Background: an optimization exercise with open tools, aiming at small area, a short achievable clock period and few clock cycles. Do not read the settings as production practice. Function was checked by simulation only, so behaviour that the tests miss may differ from the original.

==> flow/design.v <==
module FP_Input_Pipe (output logic [17:0] mantissa,
					output logic [4:0] exponent,
					output logic sign,
					input logic [15:0] FP16);
	always_comb
	begin
		mantissa = {(|FP16[14:10]), FP16[9:0], 7'd0};
		exponent = FP16[14:10];
		sign = FP16[15];
	end
endmodule
module FP_Output_Pipe (output logic [15:0] FP16,
					input logic [17:0] mantissa,
					input logic [4:0] exponent,
					input logic sign);
	logic [10:0] rounded_mantissa;
	logic round_up, overflow;
	always_comb
	begin
		round_up = mantissa[6];  
		rounded_mantissa = mantissa[16:7] + (round_up ? 10'd1 : '0);
		overflow = rounded_mantissa[10];
		FP16[15] = sign;
		FP16[14:10] = exponent + ((overflow && ~&exponent) ? 5'd1 : '0);
		FP16[9:0] = rounded_mantissa[9:0];
	end
endmodule
module IM_LZC18 (output logic [4:0] lz,
				input logic [17:0] number);
	always_comb
	begin
		lz = 5'd18;
		for (int i = 0; i < 18; i++)
			if (number[i]) lz = 5'(17 - i);
	end
endmodule
module MULT11 (dout, a, b);
	output [21:0] dout;
	input [10:0] a;
	input [10:0] b;
	assign dout = a * b;
endmodule
module MAU_Multiplier (output logic [17:0] c_mantissa,
					output logic [4:0] c_exponent,
					output logic c_sign,
					input logic [15:0] a, b);
	logic [21:0] mult_output;
	logic [5:0] initial_exp;
	MULT11 mult0 (
        .dout(mult_output),
        .a({(|a[14:10]), a[9:0]}),
        .b({(|b[14:10]), b[9:0]})
    );
	always_comb
	begin
		initial_exp = a[14:10] + b[14:10];
		c_mantissa = mult_output[21:4];
		c_exponent = (initial_exp < 6'd14) ? 5'd0 : ((initial_exp >= 6'd46) ? 5'd31 : 5'(initial_exp - 6'd14));
		c_sign = a[15] ^ b[15];
	end
endmodule
module MAU_Adder_Align (output logic [17:0] sum,
				output logic [4:0] large_e,
				output logic ovf, sign,
				input logic [17:0] q_mantissa, p_mantissa,
				input logic [4:0] q_exponent, p_exponent,
				input logic q_sign, p_sign,
				input logic q_large,
				input logic [4:0] diff);
	logic [17:0] large_m, small_m, value, addend;
	logic large_s, small_s, sub;
	logic [18:0] t;
	logic [17:0] u;
	always_comb
	begin
		large_m = q_large ? q_mantissa : p_mantissa;
		small_m = q_large ? p_mantissa : q_mantissa;
		large_e = q_large ? q_exponent : p_exponent;
		large_s = q_large ? q_sign : p_sign;
		small_s = q_large ? p_sign : q_sign;
		value = small_m >> diff;
		sub = large_s ^ small_s;
		addend = sub ? ~value : value;
		t = {1'b0, large_m} + {1'b0, addend};
		u = large_m + addend + 18'd1;
		ovf = ~sub & t[18];
		if (~sub)
		begin
			sum = t[18] ? t[18:1] : t[17:0];
			sign = large_s;
		end
		else if (t[18])
		begin
			sum = u;                  
			sign = large_s;
		end
		else
		begin
			sum = ~t[17:0];           
			sign = small_s;
		end
	end
endmodule
module MAU_Adder_Norm (output logic [17:0] c_mantissa,
				output logic [4:0] c_exponent,
				input logic [17:0] sum,
				input logic [4:0] large_e,
				input logic ovf);
	logic [17:0] limit;
	logic [4:0] sh;
	assign limit = sum | (18'h20000 >> large_e);
	IM_LZC18 lzc0 (
		.lz(sh),
		.number(limit)
	);
	always_comb
	begin
		c_mantissa = sum << sh;
		c_exponent = large_e - sh + {4'd0, ovf};
	end
endmodule
module MAU (output logic busy,
			output logic [15:0] dbs_output, dbi_output,
			input logic [15:0] data_bus_supr, data_bus_infr,
			input logic [15:0] matRAM,
			input logic start, mode, clk, reset, add_mode);
	logic [3:0] step;
	logic [15:0] hold_s, hold_i, mat;
	logic [17:0] p_m, q_m, sum1_m, mult_m, norm_m;
	logic [4:0] p_e, q_e, sum1_e, mult_e, norm_e;
	logic p_s, q_s, sum1_s, mult_s;
	logic q_large, next_q_large;
	logic [4:0] diff, next_diff;
	logic [17:0] x_sum, align_sum;
	logic [4:0] x_e, align_e;
	logic x_ovf, x_s, align_ovf, align_s;
	logic [15:0] rounded;
	MAU_Multiplier m_mult0 (
		.c_mantissa(mult_m),
		.c_exponent(mult_e),
		.c_sign(mult_s),
		.a((step == 4'd3 || step == 4'd6) ? hold_i : hold_s),
		.b(mat)
	);
	MAU_Adder_Align m_align0 (
		.sum(align_sum),
		.large_e(align_e),
		.ovf(align_ovf),
		.sign(align_s),
		.q_mantissa(q_m),
		.p_mantissa(p_m),
		.q_exponent(q_e),
		.p_exponent(p_e),
		.q_sign(q_s),
		.p_sign(p_s),
		.q_large(q_large),
		.diff(diff)
	);
	MAU_Adder_Norm m_norm0 (
		.c_mantissa(norm_m),
		.c_exponent(norm_e),
		.sum(x_sum),
		.large_e(x_e),
		.ovf(x_ovf)
	);
	FP_Output_Pipe out0 (
		.FP16(rounded),
		.mantissa(norm_m),
		.exponent(norm_e),
		.sign(x_s)
	);
	always_comb
	begin
		if (step == 4'd8)
		begin
			next_q_large = ~(sum1_e > norm_e);
			next_diff = (sum1_e > norm_e) ? (sum1_e - norm_e) : (norm_e - sum1_e);
		end
		else
		begin
			next_q_large = p_e > mult_e;
			next_diff = (p_e > mult_e) ? (p_e - mult_e) : (mult_e - p_e);
		end
	end
	assign busy = (step != 4'd0);
	always_ff @ (posedge clk, posedge reset)
	begin
		if (reset)
			step <= 4'd0;
		else if (step == 4'd0)
		begin
			if (start) step <= 4'd1;
		end
		else if ((step == 4'd8 && mode) || step == 4'd10)
			step <= 4'd0;
		else
			step <= step + 4'd1;
	end
	always_ff @ (posedge clk)
	begin
		mat <= matRAM;
		if (step == 4'd1 || (step == 4'd4 && ~(mode && ~add_mode)))
		begin
			hold_s <= data_bus_supr;
			hold_i <= data_bus_infr;
		end
		if (step == 4'd8)
			{p_m, p_e, p_s} <= {sum1_m, sum1_e, sum1_s};
		else
			{p_m, p_e, p_s} <= {mult_m, mult_e, mult_s};
		if (step == 4'd8)
			{q_m, q_e, q_s} <= {norm_m, norm_e, x_s};
		else
			{q_m, q_e, q_s} <= {p_m, p_e, p_s};
		q_large <= next_q_large;
		diff <= next_diff;
		{x_sum, x_e, x_ovf, x_s} <= {align_sum, align_e, align_ovf, align_s};
		if (step == 4'd5)
			{sum1_m, sum1_e, sum1_s} <= {norm_m, norm_e, x_s};
		if (step == 4'd5 || step == 4'd10)
			dbs_output <= rounded;
		if (step == 4'd8)
			dbi_output <= rounded;
	end
endmodule
==> flow/run.sh <==
#!/bin/bash
# synth_recipe.tcl (not shown) runs the flow's synth.tcl, then flattens the netlist and writes it again
# the make line also repeats each setting of config.mk as NAME=value (left out here)
make -C /OpenROAD-flow-scripts/flow DESIGN_CONFIG=/design/flow/config.mk WORK_HOME=/design/flow/orfs CLKGATE_MAP_FILE= SYNTH_SCRIPT=/design/flow/synth_recipe.tcl finish
==> flow/config.mk <==
export PLATFORM = sky130hd
export DESIGN_NAME = MAU
export DESIGN_NICKNAME = MAU
export VERILOG_FILES = /design/flow/design.v
export SDC_FILE = /design/flow/constraint.sdc
export NUM_CORES = 4
export LEC_CHECK = 0
export CAP_MARGIN = 20
export CORE_MARGIN = 2
export CORE_UTILIZATION = 40
export SLEW_MARGIN = 20
==> flow/constraint.sdc <==
create_clock -name core_clock -period 10.0 [get_ports {clk}]
set_input_delay 2.0000 -clock core_clock [delete_from_list [all_inputs] [get_ports {clk}]]
set_output_delay 2.0000 -clock core_clock [all_outputs]
set_load 0.01 [all_outputs]
==> results of run 1 <==
## state kept, by name (all words and copies together) (netlist names)
register	flops
hold_i	16
dbs_output	16
x_s	1
x_e	5
x_ovf	1
mat	16
sum1_s	1
p_s	1
hold_s	16
diff	5
sum1_e	5
q_e	5
x_sum	18
q_s	1
sum1_m	18
p_m	18
q_m	18
q_large	1
p_e	5
step	4
dbi_output	16
## final cells by class
| cell class | instances | share of cell area |
|---|---|---|
| Clock buffer | 20 | 0.0267 |
| Multi-Input combinational cell | 1262 | 0.575 |
| Clock inverter | 12 | 0.00722 |
| Inverter | 153 | 0.0328 |
| Sequential cell | 187 | 0.265 |
| Tap cell | 518 | 0.0370 |
| Timing Repair Buffer | 99 | 0.0553 |
## through the flow
stage          hold WS (ps)  cells  setup WS [ps]
5_1_grt                 487   2251           2360
2_1_floorplan           401   1702           3180
6_report                448   2251           2840
4_1_cts                 452   2250           2840
3_3_place_gp            413   2218           3110
3_5_place_dp            434   2218           2870
## worst max-delay path by stage
stage,start,endpoint
after floorplan,step[0],p_m[17]
after global placement,step[0],p_m[17]
after detailed placement,step[0],p_m[17]
after CTS,step[0],p_m[17]
after global routing,step[0],p_m[17]
final,step[0],p_m[17]
## critical path: stages, from the launching register on
cell	delay, ps
dfrtp_1	430
inv_1	80
ha_1	220
mux2i_1	360
nor2_1	70
buf_4	220
mux2_2	310
nor3_1	210
nand3_1	370
nand2_1	220
fa_1	430
inv_1	90
fa_1	430
fa_1	470
fa_1	530
fa_1	450
ha_1	370
nand2_1	120
nor2_1	40
a221o_1	340
o311a_1	320
o21a_1	190
o21a_1	180
o41ai_1	320
xnor2_1	160
a21oi_1	80
## per-layer routing
layer | wire [um] | part of all wire | global-route usage
met1 | 19000 | 0.46 | 0.276
met5 | 0 | 0 | 0
met4 | 984 | 0.024 | 0.0649
met2 | 19600 | 0.48 | 0.338
met3 | 1660 | 0.040 | 0.0295
## kinds of logic (layout without fill, tap and decap cells)
logic type      after synthesis  after routing  share of synthesized area
flops                       187            187                      0.296
buf+inv                     253            284                     0.0633
simple gates                507            507                      0.155
compound gates              353            353                      0.144
mux                          95             95                     0.0799
xor+xnor                    104            104                     0.0581
fa+ha+maj                   203            203                      0.204
## Yosys cell counts (5+ instances only)
cell	instances	area share
a31oi_1	15	0.0060
nor2_1	110	0.026
mux4_2	19	0.027
o21a_1	7	0.0033
nor3_1	29	0.0093
nor2b_1	16	0.0064
mux2i_1	35	0.022
edfxtp_1	88	0.17
mux2_2	39	0.028
xnor2_1	73	0.041
nand2b_1	10	0.0040
a211oi_1	22	0.011
o31ai_1	8	0.0038
and2_1	47	0.019
xor2_1	31	0.017
nand3_1	18	0.0057
a21oi_1	128	0.041
a21o_1	23	0.011
nand4_1	5	0.0020
ha_1	114	0.091
o22ai_1	7	0.0028
o211ai_1	6	0.0029
inv_2	5	0.0012
fa_1	88	0.11
a211oi_2	5	0.0040
nor4_1	8	0.0032
buf_2	5	0.0016
dfxtp_1	95	0.12
inv_1	148	0.035
buf_1	6	0.0014
o21bai_1	11	0.0053
o21ai_0	72	0.023
nand2_1	221	0.053
and3_1	13	0.0052
clkbuf_1	82	0.020
==> run notes, run 1 <==
status=complete, no violations; cts hold-fix bufs=0; Hold Crit Depth=2; post-route cell area=17,500 um^2; die width=202 um; Synth warnings=6; layout cells sized above 1=0.0877; Multi-input gate area=10,100 um^2; Max Slew Vio Count=0; Tcrit/Tclk final=0.716; DRC viols=0; CTS clk-pin slew, worst paths=70 ps; critical path required time=10,310 ps; setup TNS=0 ps; core region area=38,600 um^2; RSZ-0062 raised after global routing=false; die area=40,800 um^2; ANT cells=0; commonest non-fill, non-tap cell in the layout=nand2_1; synthesized area=15,700 um^2; Reg2Reg Depth=25; Fillers=3,711; number of global-route vias before repair=12,100; grt total ovfl=0; num rows=72; die extent in y=202 um; Nets=1,975; Hold Vio Cnt, Final=0; Synth Net Count=1,957; Starting DRT DRC Count=884; Reg-to-Reg End=p_m[17]; initial antenna violation count=1; CTS tree=built; hold crit path type=flop to flop; Root Driver=clkbuf_16; First-pass DRT Iterations=7; CTS sink count=187; worst-case clock buffer depth=2; Setup Viol. Count Final=0; total global-route track usage=0.204; setup slack, reg-to-reg=2840 ps; CP Class=flop to flop; sequential area share after synthesis=0.296; clk latency of the worst-skew pair=450 ps; Worst Tran Pin Value=962 ps; hold path startpoint=q_e[3]; PortBufs=85; first-pass GRT wire length=65.7 mm; routability cong.=0.902; Synth Flop Type=dfxtp_1; commonest cells after routing, fill and taps aside=221 x nand2_1, 147 x inv_1, 127 x a21oi_1; Post-CTS Resized=0; Ports=86; Critical Path End Type=flop; R2R Path Start=step[0]; Post-synth EDFFs=88; Mean Syn Cell Area=9.22 um^2; Crit Path Max Fanout=15; register area=4650 um^2; synthesized instance count=1,702; Max transition margin=0.348; Period minus WS final=7160 ps; HPWL Detailed=32.3 mm; Final ANT Viol Nets=0; unique cell type count in the Yosys netlist=89; fin util=0.453; Synth-to-Final Area Change=11.5%; Max Cap Viol=0; Num CTS Buffers=17; Yosys reg bits=187; crit path launch type=flop; Total Routed Length=41.3 mm; Post-CTS Setup Bufs=0; htree depth=4; Crit path arrival time=7470 ps; Worst Hold End=x_e[3]; post-DR wirelength/cell=18.3 um; routed vias/inst=5.35; Async SR Flop Fraction=0.0214; Vias=12,100; fmax=140 MHz; area post-placement=16,900 um^2; Fin Clk Skew=12.0 ps; initial core utilization=0.406; largest net degree at the start of global routing=70
Testbench counts, summed over its fixed seeds: cycles 32,000.
==> inputs of run 2 (changes only) <==
--- a/flow/config.mk
+++ b/flow/config.mk
@@ -9,3 +9,4 @@
 export CORE_MARGIN = 2
 export CORE_UTILIZATION = 40
+export SETUP_SLACK_MARGIN = 5
 export SLEW_MARGIN = 20
==> run 2 against run 1 <==
Still clean on timing, DRC and antenna. Worst hold slack got worse by 16 ps. Synthesized cell count unchanged. Cell count rose by 4.8%. Area after synthesis stayed put. Sequential cell count stayed put. Worst setup slack improved by 880 ps. Clock skew increased by 5.4 ps. Critical endpoint unchanged.
==> run notes, run 2 <==
cell taking the most area after synthesis=edfxtp_1; Post-synth EDFFs=88; ANT cells=0; Max transition margin=0.283; hold crit path type=flop to flop; Nets=2,082; layout cells sized above 1=0.229; initial core utilization=0.406; Reg2Reg Depth=24; synthesized area=15,700 um^2; synthesized instance count=1,702; Tcrit/Tclk final=0.628; Starting DRT DRC Count=731; PortBufs=85; CTS clk-pin slew, worst paths=70 ps; Final ANT Viol Nets=0; Root Driver=clkbuf_16; Fin Clk Skew=17.4 ps; Ports=86; Reg-to-Reg End=p_m[17]; Synth-to-Final Area Change=23.9%; synth cell count leaders=221 x nand2_1, 148 x inv_1, 128 x a21oi_1, 114 x ha_1, 110 x nor2_1; HPWL Detailed=32.0 mm; Max Slew Vio Count=0; total global-route track usage=0.212; Period minus WS final=6280 ps; CP startpoint=step[0]; routability cong.=0.914; DRC viols=0; first-pass GRT wire length=68.0 mm; setup TNS=0 ps; Final WS setup=3720 ps; top cell type's share of synthesized area=0.168; Hold Vio Cnt, Final=0; num rows=72; post-DR wirelength/cell=18.9 um; R2R Path Start=step[0]; Vias=12,700; fmax=159 MHz; CTS tree=built; critical path required time=10,320 ps; status=complete, no violations; unique cell type count in the Yosys netlist=89; Critical Path End Type=flop; RSZ-0062 raised after global routing=true; Yosys reg bits=187; hold slack final=432 ps; Hold Crit Depth=2; sequential area share after synthesis=0.296; Crit path arrival time=6600 ps; CP Class=flop to flop; cts hold-fix bufs=0; number of global-route vias before repair=12,500; Mean Syn Cell Area=9.22 um^2; Total Routed Length=44.6 mm; Max Cap Viol=0; Num CTS Buffers=17; commonest cells after routing, fill and taps aside=206 x nand2_1, 131 x inv_1, 109 x a21oi_1; Worst Tran Pin Value=1060 ps; Setup Viol. Count Final=0; Synth area leaders=edfxtp_1 17%, dfxtp_1 12%, fa_1 11%, ha_1 9.1%, nand2_1 5.3%; Worst Hold End=x_e[1]; die width=202 um; htree depth=4; Synth warnings=6; Synth Flop Type=dfxtp_1; setup slack, reg-to-reg=3720 ps; dpl ws=2900 ps; Crit Path Max Fanout=8; routed vias/inst=5.39; grt total ovfl=0; Synth Net Count=1,957; fin util=0.503; most common cell in the netlist=nand2_1; crit path launch type=flop; die extent in y=202 um; Async SR Flop Fraction=0.0214; die area=40,800 um^2; clk latency of the worst-skew pair=460 ps; worst-case clock buffer depth=2; CTS sink count=187; First-pass DRT Iterations=5; largest net degree at the start of global routing=70; commonest non-fill, non-tap cell in the layout=nand2_1; hold path startpoint=q_e[1]; core region area=38,600 um^2; initial antenna violation count=0
[run 2: area by class of cell]
| class | instances | area, um^2 |
|---|---|---|
| Inverter | 153 | 607 |
| Clock buffer | 20 | 437 |
| Clock inverter | 12 | 106 |
| Multi-Input combinational cell | 1265 | 11100 |
| Timing Repair Buffer | 203 | 1890 |
| Fill cell | 3538 | 19200 |
| Sequential cell | 187 | 4670 |
| Tap cell | 518 | 648 |
[run 2: through the flow]
step           cells  area (um^2)
6_report        2358        19400
5_1_grt         2358        19400
4_1_cts         2311        18600
3_5_place_dp    2216        17100
3_3_place_gp    2216        17100
2_1_floorplan   1702        16000
[run 2: routing by layer]
| metal | track usage | part of all wire |
|---|---|---|
| met2 | 0.349 | 0.49 |
| met3 | 0.0361 | 0.053 |
| met5 | 0 | 0 |
| met1 | 0.283 | 0.44 |
| met4 | 0.0675 | 0.024 |
[run 2: cell families after synthesis]
kind of cell               after synthesis  synth area share
muxes                                   95            0.0799
and+or+nand+nor                        507             0.155
DFF                                    187             0.296
xor gates and xnor gates               104            0.0581
AOI/OAI and AO/OA                      353             0.144
buffers and inverters                  253            0.0633
adders and majority gates              203             0.204
[run 2: critical path: stages (launching register included)]
cell and delay [ps]:
dfrtp_2 450, inv_2 100, ha_4 150, mux2i_4 80, nor2_4 200, buf_12 170, mux2_4 360, buf_12 140
nand2_1 70, fa_1 430, fa_2 380, fa_1 540, inv_1 50, fa_1 500, fa_1 620, ha_4 240
nor2_4 100, a21oi_2 50, a221o_1 320, o311a_1 320, o21a_1 190, o21a_1 200, o41ai_2 230, xnor2_1 150
a21oi_1 70
[run 2: how the worst max path moves through the flow]
stage	endpoint	cells after the start
after global placement	p_m[17]	24
after floorplan	p_m[17]	25
after CTS	p_m[17]	25
after global routing	p_m[17]	25
final	p_m[17]	24
after detailed placement	p_m[17]	24
[run 2: repair_timing]
action / 4_1_cts / 5_1_grt
gates cloned: 2 / 5
hold endpoints to repair: 0 / 0
setup endpoints to repair: 61 / 46
resized for setup: 100 / 124
pin swaps: 38 / 58
setup buffers: 61 / 42
==> inputs of run 3 (changes only) <==
--- a/flow/design.v
+++ b/flow/design.v
@@ -140,5 +140,5 @@
 		.c_exponent(mult_e),
 		.c_sign(mult_s),
-		.a((step == 4'd3 || step == 4'd6) ? hold_i : hold_s),
+		.a(hold_s),
 		.b(mat)
 	);
@@ -205,4 +205,9 @@
 			hold_i <= data_bus_infr;
 		end
+		else if (step == 4'd2 || step == 4'd4 || step == 4'd5)
+		begin
+			hold_s <= hold_i;
+			hold_i <= hold_s;
+		end
 		if (step == 4'd8)
 			{p_m, p_e, p_s} <= {sum1_m, sum1_e, sum1_s};
--- a/flow/config.mk
+++ b/flow/config.mk
@@ -9,4 +9,3 @@
 export CORE_MARGIN = 2
 export CORE_UTILIZATION = 40
-export SETUP_SLACK_MARGIN = 5
 export SLEW_MARGIN = 20
==> run 3 against run 2 <==
Largest cell class unchanged. Clock skew is 6.8 ps higher. Still clean on timing, DRC and antenna. Critical path type unchanged. Wire length is 10% lower.
==> run notes, run 3 <==
critical path required time=10,180 ps; total global-route track usage=0.195; XOR/XNOR Fraction of Synth Area=0.0559; Ports=86; unique cell type count in the Yosys netlist=88; routability cong.=0.914; Period minus WS final=6290 ps; Max transition margin=0.325; top cell type's share of synthesized area=0.167; Post-CTS Resized=0; Fin Clk Skew=24.2 ps; PortBufs=85; grt total ovfl=0; Synth Net Count=1,966; post-synthesis compound-gate area fraction=0.149; Crit path arrival time=6470 ps; sequential area share after synthesis=0.293; Critical-path top delay cell=dfxtp_1; R2R Path Start=x_e[3]; First-pass DRT Iterations=4; fin util=0.454; cell taking the most area after synthesis=edfxtp_1; Tcrit/Tclk final=0.629; Setup Viol. Count Final=0; Synth Area in Simple Gates=0.158; clk latency of the worst-skew pair=470 ps; Hold Vio Cnt, Final=0; cts hold-fix bufs=0; register area=4650 um^2; Yosys reg bits=187; Max Slew Vio Count=0; synthesized area=15,800 um^2; Multi-input gate area=10,300 um^2; Reg-to-Reg End=dbs_output[14]; hold path startpoint=q_e[0]; commonest cells after routing, fill and taps aside=210 x nand2_1, 138 x inv_1, 117 x nor2_1; layout cells sized above 1=0.0899; Synth Flop Type=dfxtp_1; CTS sink count=187; Starting DRT DRC Count=608; most used cell, CP=ha_1; fmax=159 MHz; Total Routed Length=39.9 mm; die extent in y=203 um; num rows=72; ANT cells=0; worst-case clock buffer depth=2; Fillers=3,784; Num CTS Buffers=17; htree depth=4; crit-path leading delay family=adder cells; Worst Hold End=x_e[0]; Synth area leaders=edfxtp_1 17%, dfxtp_1 12%, fa_1 11%, ha_1 9.0%, nand2_1 5.0%; number of global-route vias before repair=12,000; Hold Crit Depth=2; slowest stage delay, CP=790 ps; Post-CTS Setup Bufs=0; HPWL Detailed=31.3 mm; Vias=12,400; synth cell count leaders=210 x nand2_1, 138 x inv_1, 118 x nor2_1, 114 x a21oi_1, 114 x ha_1; Root Driver=clkbuf_16; setup slack, reg-to-reg=3710 ps; Worst Tran Pin Value=1010 ps; status=complete, no violations; hold crit path type=flop to flop; post-synthesis adder-cell area fraction=0.202; most common cell in the netlist=nand2_1; buffers and inverters on the worst path=1; synthesized instance count=1,711; largest net degree at the start of global routing=72; Final ANT Viol Nets=0; Mean Syn Cell Area=9.25 um^2; RSZ-0062 raised after global routing=false; Synth-to-Final Area Change=11.5%; Nets=1,989; initial antenna violation count=0; setup TNS=0 ps; critical-path cell list=nor4b_1, nor3_1, a21oi_1, a21boi_1, o21a_1, inv_1, ha_1, fa_1, a21o_1, a21oi_1, xnor2_1, xnor2_1, nor2_1, nor4_1, ha_1, ha_1, nand3_1, xor2_1; post-DR wirelength/cell=17.6 um; die area=41,200 um^2; Reg2Reg Depth=18; core region area=38,800 um^2; routed vias/inst=5.47; CTS tree=built; CTS clk-pin slew, worst paths=80 ps; Crit Path Max Fanout=26; first-pass GRT wire length=64.1 mm; post-synthesis mux area share=0.0831; largest family of logic cells by synthesized area=adder cells; Post-synth EDFFs=88; Critical Path End Type=flop; crit path launch type=flop; Synth warnings=6; initial core utilization=0.408; die width=203 um; Async SR Flop Fraction=0.0214; CP Class=flop to flop; commonest non-fill, non-tap cell in the layout=nand2_1; Max Cap Viol=0; DRC viols=0
## run 3: cell types whose count changed after synthesis, sizes merged, moves of 6 or more
cell    previous run  this run
inv              153       139
a21o              23        29
nor2b             16         8
and2              47        53
nand4              5        13
mux2i             37        20
o22ai              9         2
nor2             112       119
a21oi            131       116
nand2            222       210
nand3             20        39
clkbuf            82        74
mux2              39        63
## run 3: cell type report
| class | count | area share |
|---|---|---|
| Clock buffer | 17 | 0.0241 |
| Sequential cell | 187 | 0.263 |
| Tap cell | 518 | 0.0367 |
| Inverter | 142 | 0.0302 |
| Multi-Input combinational cell | 1291 | 0.583 |
| Clock inverter | 15 | 0.0102 |
| Timing Repair Buffer | 95 | 0.0525 |
## run 3: through the flow
| stage | std cells | hold WS, ps | setup slack [ps] | cell area [um^2] |
|---|---|---|---|---|
| after floorplan | 1711 | 401 | 4570 | 15800 |
| after global placement | 2233 | 433 | 4130 | 17000 |
| after detailed placement | 2233 | 433 | 3920 | 17000 |
| after CTS | 2265 | 457 | 3890 | 17600 |
| after global routing | 2265 | 481 | 3170 | 17600 |
| final | 2265 | 458 | 3710 | 17600 |
## run 3: worst register-to-register path: stages (launching register included)
cell and delay (ps):
dfxtp_1 790, nor4b_1 520, nor3_1 130, a21oi_1 150
a21boi_1 120, o21a_1 380, inv_1 690, ha_1 400
fa_1 460, a21o_1 190, a21oi_1 170, xnor2_1 100
xnor2_1 680, nor2_1 110, nor4_1 370, ha_1 260
ha_1 200, nand3_1 100, xor2_1 200
## run 3: worst max path at each step
stage | cells past startpoint | end | start | slack (ps)
after floorplan | 19 | p_m[17] | mat[11] | 4570
after global placement | 18 | p_m[17] | hold_s[14] | 4130
after detailed placement | 18 | dbs_output[14] | x_e[3] | 3920
after CTS | 18 | dbs_output[14] | x_e[3] | 3890
after global routing | 18 | dbs_output[14] | x_e[3] | 3170
final | 18 | dbs_output[14] | x_e[3] | 3710
## run 3: layer usage
layer / track usage / vias to the layer above / routed length [um]
li1: - / 5992 / -
met1: 0.269 / 6045 / 19000
met2: 0.324 / 312 / 18700
met3: 0.0273 / 41 / 1600
met4: 0.0459 / 0 / 610
met5: 0 / - / 0
## run 3: cells by family (layout without fill, tap and decap cells)
kind of cell	after synthesis	in the layout
AO/OA/AOI/OAI	358	358
XOR/XNOR	101	101
multiplexers	101	101
flip-flops	187	187
buffers and inverters	233	269
AND/OR/NAND/NOR	528	528
adder cells (fa/ha/maj)	203	203
Testbench counts of run 3, summed over its fixed seeds: cycles 32,000.
==> inputs of run 4 (changes only) <==
--- a/flow/design.v
+++ b/flow/design.v
@@ -103,10 +103,9 @@
 endmodule
 module MAU_Adder_Norm (output logic [17:0] c_mantissa,
-				output logic [4:0] c_exponent,
+				output logic [4:0] c_exponent, sh,
 				input logic [17:0] sum,
 				input logic [4:0] large_e,
 				input logic ovf);
 	logic [17:0] limit;
-	logic [4:0] sh;
 	assign limit = sum | (18'h20000 >> large_e);
 	IM_LZC18 lzc0 (
@@ -127,13 +126,14 @@
 	logic [3:0] step;
 	logic [15:0] hold_s, hold_i, mat;
-	logic [17:0] p_m, q_m, sum1_m, mult_m, norm_m;
-	logic [4:0] p_e, q_e, sum1_e, mult_e, norm_e;
-	logic p_s, q_s, sum1_s, mult_s;
+	logic [17:0] p_m, q_m, r_m, mult_m, norm_m;
+	logic [4:0] p_e, q_e, r_e, mult_e, norm_e, norm_sh;
+	logic p_s, q_s, r_s, mult_s;
 	logic q_large, next_q_large;
 	logic [4:0] diff, next_diff;
 	logic [17:0] x_sum, align_sum;
-	logic [4:0] x_e, align_e;
+	logic [4:0] x_e, align_e, align_e_inc;
 	logic x_ovf, x_s, align_ovf, align_s;
-	logic [15:0] rounded;
+	logic [6:0] x_d, x_nd, x_d_ovf, d, nd;
+	logic d_pos;
 	MAU_Multiplier m_mult0 (
 		.c_mantissa(mult_m),
@@ -160,4 +160,5 @@
 		.c_mantissa(norm_m),
 		.c_exponent(norm_e),
+		.sh(norm_sh),
 		.sum(x_sum),
 		.large_e(x_e),
@@ -165,15 +166,25 @@
 	);
 	FP_Output_Pipe out0 (
-		.FP16(rounded),
-		.mantissa(norm_m),
-		.exponent(norm_e),
-		.sign(x_s)
-	);
-	always_comb
-	begin
+		.FP16(dbs_output),
+		.mantissa(r_m),
+		.exponent(r_e),
+		.sign(r_s)
+	);
+	FP_Output_Pipe out1 (
+		.FP16(dbi_output),
+		.mantissa(q_m),
+		.exponent(q_e),
+		.sign(q_s)
+	);
+	assign align_e_inc = align_e + 5'd1;
+	always_comb
+	begin
+		d = x_ovf ? x_d_ovf : (x_d + {2'd0, norm_sh});
+		nd = x_ovf ? -x_d_ovf : (x_nd - {2'd0, norm_sh});
+		d_pos = ~d[6] && (d != 7'd0);
 		if (step == 4'd8)
 		begin
-			next_q_large = ~(sum1_e > norm_e);
-			next_diff = (sum1_e > norm_e) ? (sum1_e - norm_e) : (norm_e - sum1_e);
+			next_q_large = ~d_pos;
+			next_diff = d_pos ? d[4:0] : nd[4:0];
 		end
 		else
@@ -211,20 +222,19 @@
 		end
 		if (step == 4'd8)
-			{p_m, p_e, p_s} <= {sum1_m, sum1_e, sum1_s};
+			{p_m, p_e, p_s} <= {r_m, r_e, r_s};
 		else
 			{p_m, p_e, p_s} <= {mult_m, mult_e, mult_s};
 		if (step == 4'd8)
 			{q_m, q_e, q_s} <= {norm_m, norm_e, x_s};
-		else
+		else if (step == 4'd3 || step == 4'd6)
 			{q_m, q_e, q_s} <= {p_m, p_e, p_s};
 		q_large <= next_q_large;
 		diff <= next_diff;
 		{x_sum, x_e, x_ovf, x_s} <= {align_sum, align_e, align_ovf, align_s};
-		if (step == 4'd5)
-			{sum1_m, sum1_e, sum1_s} <= {norm_m, norm_e, x_s};
+		x_d <= {2'd0, r_e} - {2'd0, align_e};
+		x_nd <= {2'd0, align_e} - {2'd0, r_e};
+		x_d_ovf <= {2'd0, r_e} - {2'd0, align_e_inc};
 		if (step == 4'd5 || step == 4'd10)
-			dbs_output <= rounded;
-		if (step == 4'd8)
-			dbi_output <= rounded;
-	end
-endmodule
+			{r_m, r_e, r_s} <= {norm_m, norm_e, x_s};
+	end
+endmodule
==> run 4 against run 3 <==
Fmax is 2.7% higher. Clock skew is 4.7 ps lower. Worst hold slack worse by 5.0 ps. Worst setup slack better by 160 ps. Critical path type unchanged. Cell count is 2.7% higher. Largest cell class unchanged.
==> run notes, run 4 <==
CP Class=flop to flop; initial core utilization=0.403; setup slack, reg-to-reg=3870 ps; GR peak layer=met2; Synth Flop Type=dfxtp_1; Reg2Reg Depth=19; CTS tree=built; Max Slew Vio Count=0; die width=206 um; slowest stage delay, CP=570 ps; Crit path arrival time=6460 ps; sequential area share after synthesis=0.259; Synth Net Count=2,043; Async SR Flop Fraction=0.0234; layout cells sized above 1=0.0958; critical path required time=10,340 ps; fin cells=2,327; Post-CTS Setup Bufs=0; status=complete, no violations; Tcrit/Tclk final=0.613; Mean Syn Cell Area=9.28 um^2; routed vias/inst=5.48; Worst Tran Pin Value=993 ps; grt total ovfl=0; commonest cells after routing, fill and taps aside=172 x nand2_1, 151 x inv_1, 136 x ha_1; first-pass GRT wire length=70.9 mm; post-DR wirelength/cell=18.9 um; DP Cell Count=2,295; crit path launch type=flop; Worst Hold End=p_m[17]; cell taking the most area after synthesis=edfxtp_1; register area=4250 um^2; Fin Clk Skew=19.5 ps; PortBufs=85; Num CTS Buffers=17; htree depth=4; Nets=2,062; HPWL Detailed=35.2 mm; num rows=74; Synth area leaders=edfxtp_1 15%, fa_1 11%, dfxtp_1 11%, ha_1 10%, mux2_2 5.0%; synthesized area=16,400 um^2; Critical Path End Type=flop; Fillers=3,920; Critical-path top delay cell=a2111oi_0; Final ANT Viol Nets=0; hold slack final=453 ps; hold crit path type=flop to flop; die extent in y=206 um; fmax=163 MHz; hold path startpoint=r_m[17]; total global-route track usage=0.215; core region area=40,600 um^2; RSZ-0062 raised after global routing=false; die area=42,500 um^2; Period minus WS final=6130 ps; Synth-to-Final Area Change=11.2%; Max Cap Viol=0; R2R Path Start=mat[11]; CTS sink count=171; met3 Use GR=0.0371; commonest non-fill, non-tap cell in the layout=nand2_1; Post-CTS Resized=0; most common cell in the netlist=nand2_1; initial antenna violation count=0; grt met1 use=0.293; Synth warnings=6; Root Driver=clkbuf_16; Max transition margin=0.336; unique cell type count in the Yosys netlist=96; Reg-to-Reg End=p_m[16]; DRC viols=0; Hold Vio Cnt, Final=0; GR met2 Demand/Resource=0.350; Post-synth EDFFs=80; cts hold-fix bufs=0; post-route cell area=18,200 um^2; Crit Path Max Fanout=11; synth cell count leaders=172 x nand2_1, 151 x inv_1, 136 x ha_1, 119 x a21oi_1, 110 x nor2_1; synthesized instance count=1,763; ANT cells=0; fin util=0.448; Vias=12,800; Multi-input gate area=11,200 um^2; number of global-route vias before repair=12,900; First-pass DRT Iterations=6; routability cong.=0.921; Total Routed Length=43.9 mm; area post-placement=17,600 um^2; worst-case clock buffer depth=2; Ports=86; Starting DRT DRC Count=938; Setup Viol. Count Final=0; CTS clk-pin slew, worst paths=70 ps; top cell type's share of synthesized area=0.147; Yosys reg bits=171; critical-path cell list=nor3_1, nand2_1, nand2_1, fa_1, inv_1, fa_1, fa_1, fa_1, fa_1, ha_1, a21o_1, a221o_1, a21oi_1, nor2b_1, a2111oi_0, o21ai_0, a31oi_1, xnor2_1, o21ai_0; most used cell, CP=fa_1; Hold Crit Depth=2; setup TNS=0 ps; clk latency of the worst-skew pair=480 ps; largest net degree at the start of global routing=58
-- run 4: cell count changes after synthesis, sizes merged, moves of 7 or more --
cell    before  now
nand2      210  174
edfxtp      88   80
nand3       39   24
o21ai       75   68
mux2i       20   53
and3         8   15
dfxtp       95   87
inv        139  153
xnor2       73   92
ha         114  136
nor2       119  110
xor2        28   44
mux2        63   72
-- run 4: critical path, delay by kind of cell, from the launching register on --
kind,cells,cell delay (ps)
xor+xnor,1,130
simple gates,4,650
buf+inv,1,50
compound gates,7,1830
flops,1,390
fa+ha+maj,6,2930
-- run 4: area by class of cell --
| class | count | area share |
|---|---|---|
| Timing Repair Buffer | 94 | 0.0505 |
| Tap cell | 532 | 0.0366 |
| Multi-Input combinational cell | 1342 | 0.613 |
| Clock buffer | 17 | 0.0234 |
| Inverter | 156 | 0.0322 |
| Sequential cell | 171 | 0.233 |
| Clock inverter | 15 | 0.0106 |
-- run 4: kinds of logic (layout without fill, tap and decap cells) --
| family | Yosys count | count (layout) | share of synthesized area |
|---|---|---|---|
| AOI/OAI and AO/OA | 359 | 359 | 0.143 |
| buffers and inverters | 250 | 282 | 0.0616 |
| and+or+nand+nor | 477 | 477 | 0.140 |
| adders and majority gates | 227 | 227 | 0.215 |
| muxes | 143 | 143 | 0.108 |
| xor gates and xnor gates | 136 | 136 | 0.0728 |
| DFF | 171 | 171 | 0.259 |
-- run 4: through the flow --
step	worst slack, ps
floorplan	4360
global placement	4030
detailed placement	3890
CTS	3860
global route	3490
finish	3870
-- run 4: worst max-delay path by stage --
stage              end     from  slack, ps
2_1_floorplan  p_m[16]  mat[11]       4360
3_3_place_gp   p_m[16]  mat[11]       4030
5_1_grt        p_m[16]  mat[11]       3490
6_report       p_m[16]  mat[11]       3870
4_1_cts        p_m[16]  mat[11]       3860
3_5_place_dp   p_m[16]  mat[11]       3890
-- run 4: per-layer routing --
layer	vias to the layer above	routed length (um)
met2	352	20300
met5	-	0
met1	6194	20200
met3	50	2380
met4	0	1030
li1	6158	-
Testbench counts of run 4, summed over its fixed seeds: cycles 32,000.
==> inputs of run 5 (changes only) <==
--- a/flow/config.mk
+++ b/flow/config.mk
@@ -8,4 +8,4 @@
 export CAP_MARGIN = 20
 export CORE_MARGIN = 2
-export CORE_UTILIZATION = 40
+export CORE_UTILIZATION = 65
 export SLEW_MARGIN = 20
==> run 5 against run 4 <==
Clock-buffer cell count grew 1. Fmax down 1.4%. Global-route usage up 11 points. Sequential cell count did not move. Die area decreased by 38%. First-iteration DRC count grew 23%. Non-clock buffer count up 2. Clock skew down 3.3 ps. Critical path type unchanged.
==> run notes, run 5 <==
fmax=161 MHz; hold slack final=455 ps; Worst Tran Pin Value=891 ps; Nets=2,064; Reg2Reg Depth=19; commonest non-fill, non-tap cell in the layout=nand2_1; Vias=13,000; cts hold-fix bufs=0; Post-synth EDFFs=80; Starting DRT DRC Count=1,150; core region area=25,000 um^2; HPWL Detailed=33.0 mm; Synth Net Count=2,043; Hold Vio Cnt, Final=0; status=complete, no violations; routability cong.=0.955; number of global-route vias before repair=12,800; fin cells=2,127; crit path launch type=flop; CP Class=flop to flop; Period minus WS final=6220 ps; DRC viols=0; most common cell in the netlist=nand2_1; die width=163 um; layout cells sized above 1=0.0963; Setup Viol. Count Final=0; WL met2=20.6 mm; R2R Path Start=mat[11]; synthesized area=16,400 um^2; Async SR Flop Fraction=0.0234; CTS clk-pin slew, worst paths=70 ps; unique cell type count in the Yosys netlist=96; largest net degree at the start of global routing=58; First-pass DRT Iterations=5; worst-case clock buffer depth=2; Tcrit/Tclk final=0.622; Post-CTS Setup Bufs=0; num rows=58; Fillers=1,972; Hold Crit Depth=2; Mean Syn Cell Area=9.28 um^2; cell taking the most area after synthesis=edfxtp_1; hold path startpoint=r_m[17]; synth cell count leaders=172 x nand2_1, 151 x inv_1, 136 x ha_1, 119 x a21oi_1, 110 x nor2_1; Max transition margin=0.405; Max Slew Vio Count=0; critical path required time=10,300 ps; commonest cells after routing, fill and taps aside=172 x nand2_1, 151 x inv_1, 136 x ha_1; grt total ovfl=0; CTS sink count=171; Synth warnings=6; PortBufs=85; Ports=86; Synth-to-Final Area Change=9.45%; DP Cell Count=2,095; post-DR wirelength/cell=19.6 um; die area=26,500 um^2; Crit Path Max Fanout=11; routed vias/inst=6.10; die extent in y=163 um; RSZ-0062 raised after global routing=false; Synth area leaders=edfxtp_1 15%, fa_1 11%, dfxtp_1 11%, ha_1 10%, mux2_2 5.0%; htree depth=4; Post-CTS Resized=0; sequential area share after synthesis=0.259; initial core utilization=0.655; Final ANT Viol Nets=0; Reg-to-Reg End=p_m[16]; CTS tree=built; Worst Hold End=p_m[17]; total global-route track usage=0.321; highest routed layer=met4; Fin Clk Skew=16.2 ps; synthesized instance count=1,763; setup TNS=0 ps; clk latency of the worst-skew pair=440 ps; Max Cap Viol=0; hold crit path type=flop to flop; setup slack, reg-to-reg=3780 ps; Critical Path End Type=flop; WL met3=2.33 mm; Synth Flop Type=dfxtp_1; Yosys reg bits=171; ANT cells=0; wl on met1=17.4 mm; top cell type's share of synthesized area=0.147; Crit path arrival time=6520 ps; Total Routed Length=41.8 mm; fin util=0.717; Num CTS Buffers=17; initial antenna violation count=0; first-pass GRT wire length=66.2 mm; Root Driver=clkbuf_16
run 5: layout make-up:
cell class	instances	area, um^2	area share
Inverter	156	586	0.0327
Multi-Input combinational cell	1342	11100	0.622
Clock inverter	14	155	0.00866
Clock buffer	18	429	0.0240
Sequential cell	171	4250	0.237
Tap cell	330	413	0.0231
Timing Repair Buffer	96	933	0.0521
run 5: logic make-up (layout without fill, tap and decap cells):
group | Yosys count | after routing | share of synthesized area
and+or+nand+nor | 477 | 477 | 0.140
AOI/OAI and AO/OA | 359 | 359 | 0.143
buffers and inverters | 250 | 284 | 0.0616
adders and majority gates | 227 | 227 | 0.215
DFF | 171 | 171 | 0.259
muxes | 143 | 143 | 0.108
xor gates and xnor gates | 136 | 136 | 0.0728
run 5: worst max path at each step:
| stage | from | end | depth (start not counted) |
|---|---|---|---|
| floorplan | mat[11] | p_m[16] | 20 |
| global placement | mat[11] | p_m[16] | 19 |
| detailed placement | mat[11] | p_m[16] | 19 |
| CTS | mat[11] | p_m[16] | 19 |
| global route | mat[11] | p_m[16] | 19 |
| finish | mat[11] | p_m[16] | 19 |
run 5: metrics by stage:
step                      setup WS, ps  instance area, um^2
final                             3780                17900
after global routing              3370                17900
after global placement            3990                17300
after detailed placement          3850                17300
after CTS                         3820                17900
after floorplan                   4360                16400
run 5: critical path, stage by stage, from the launching register on:
cell,delay (ps)
dfxtp_1,390
nor3_1,80
nand2_1,280
nand2_1,140
fa_1,550
inv_1,50
fa_1,510
fa_1,530
fa_1,530
fa_1,490
ha_1,360
a21o_1,210
a221o_1,340
a21oi_1,220
nor2b_1,90
a2111oi_0,640
o21ai_0,210
a31oi_1,230
xnor2_1,130
o21ai_0,80
run 5: metal layers:
metal | vias to the layer above | track usage
li1 | 6154 | -
met1 | 6217 | 0.404
met2 | 505 | 0.568
met3 | 101 | 0.0428
met4 | 0 | 0.116
met5 | - | 0

==> what the ideal ports hide <==
The flow's constraints put no driver on any port. The routed layouts listed below were extracted and timed again, unchanged, in two steps.
Step 1 sets driving cells, clkbuf_16 on the clock port and buf_2 on the other inputs (assumed; they add their load-dependent delay and slew).
Step 2 also shifts input and output timing later by t, the mid clock arrival at the registers, as if the neighbouring blocks saw the same clock.
Slacks: ideal ports / drivers / drivers and shift; pairs: ideal ports / drivers.
run	shift t [ns]	setup slack, ns	worst setup path at the end	cell pins on the clock port's net
run 1	0.492	2.841 / 2.841 / 2.841	register to register	1
run 2	0.511	3.717 / 3.717 / 3.717	register to register	1
run 3	0.508	3.708 / 3.708 / 3.708	register to register	1
run 4	0.516	3.871 / 3.871 / 3.871	register to register	1
run 5	0.487	3.783 / 3.783 / 3.783	register to register	1
After both steps setup and hold are still met in every run listed.
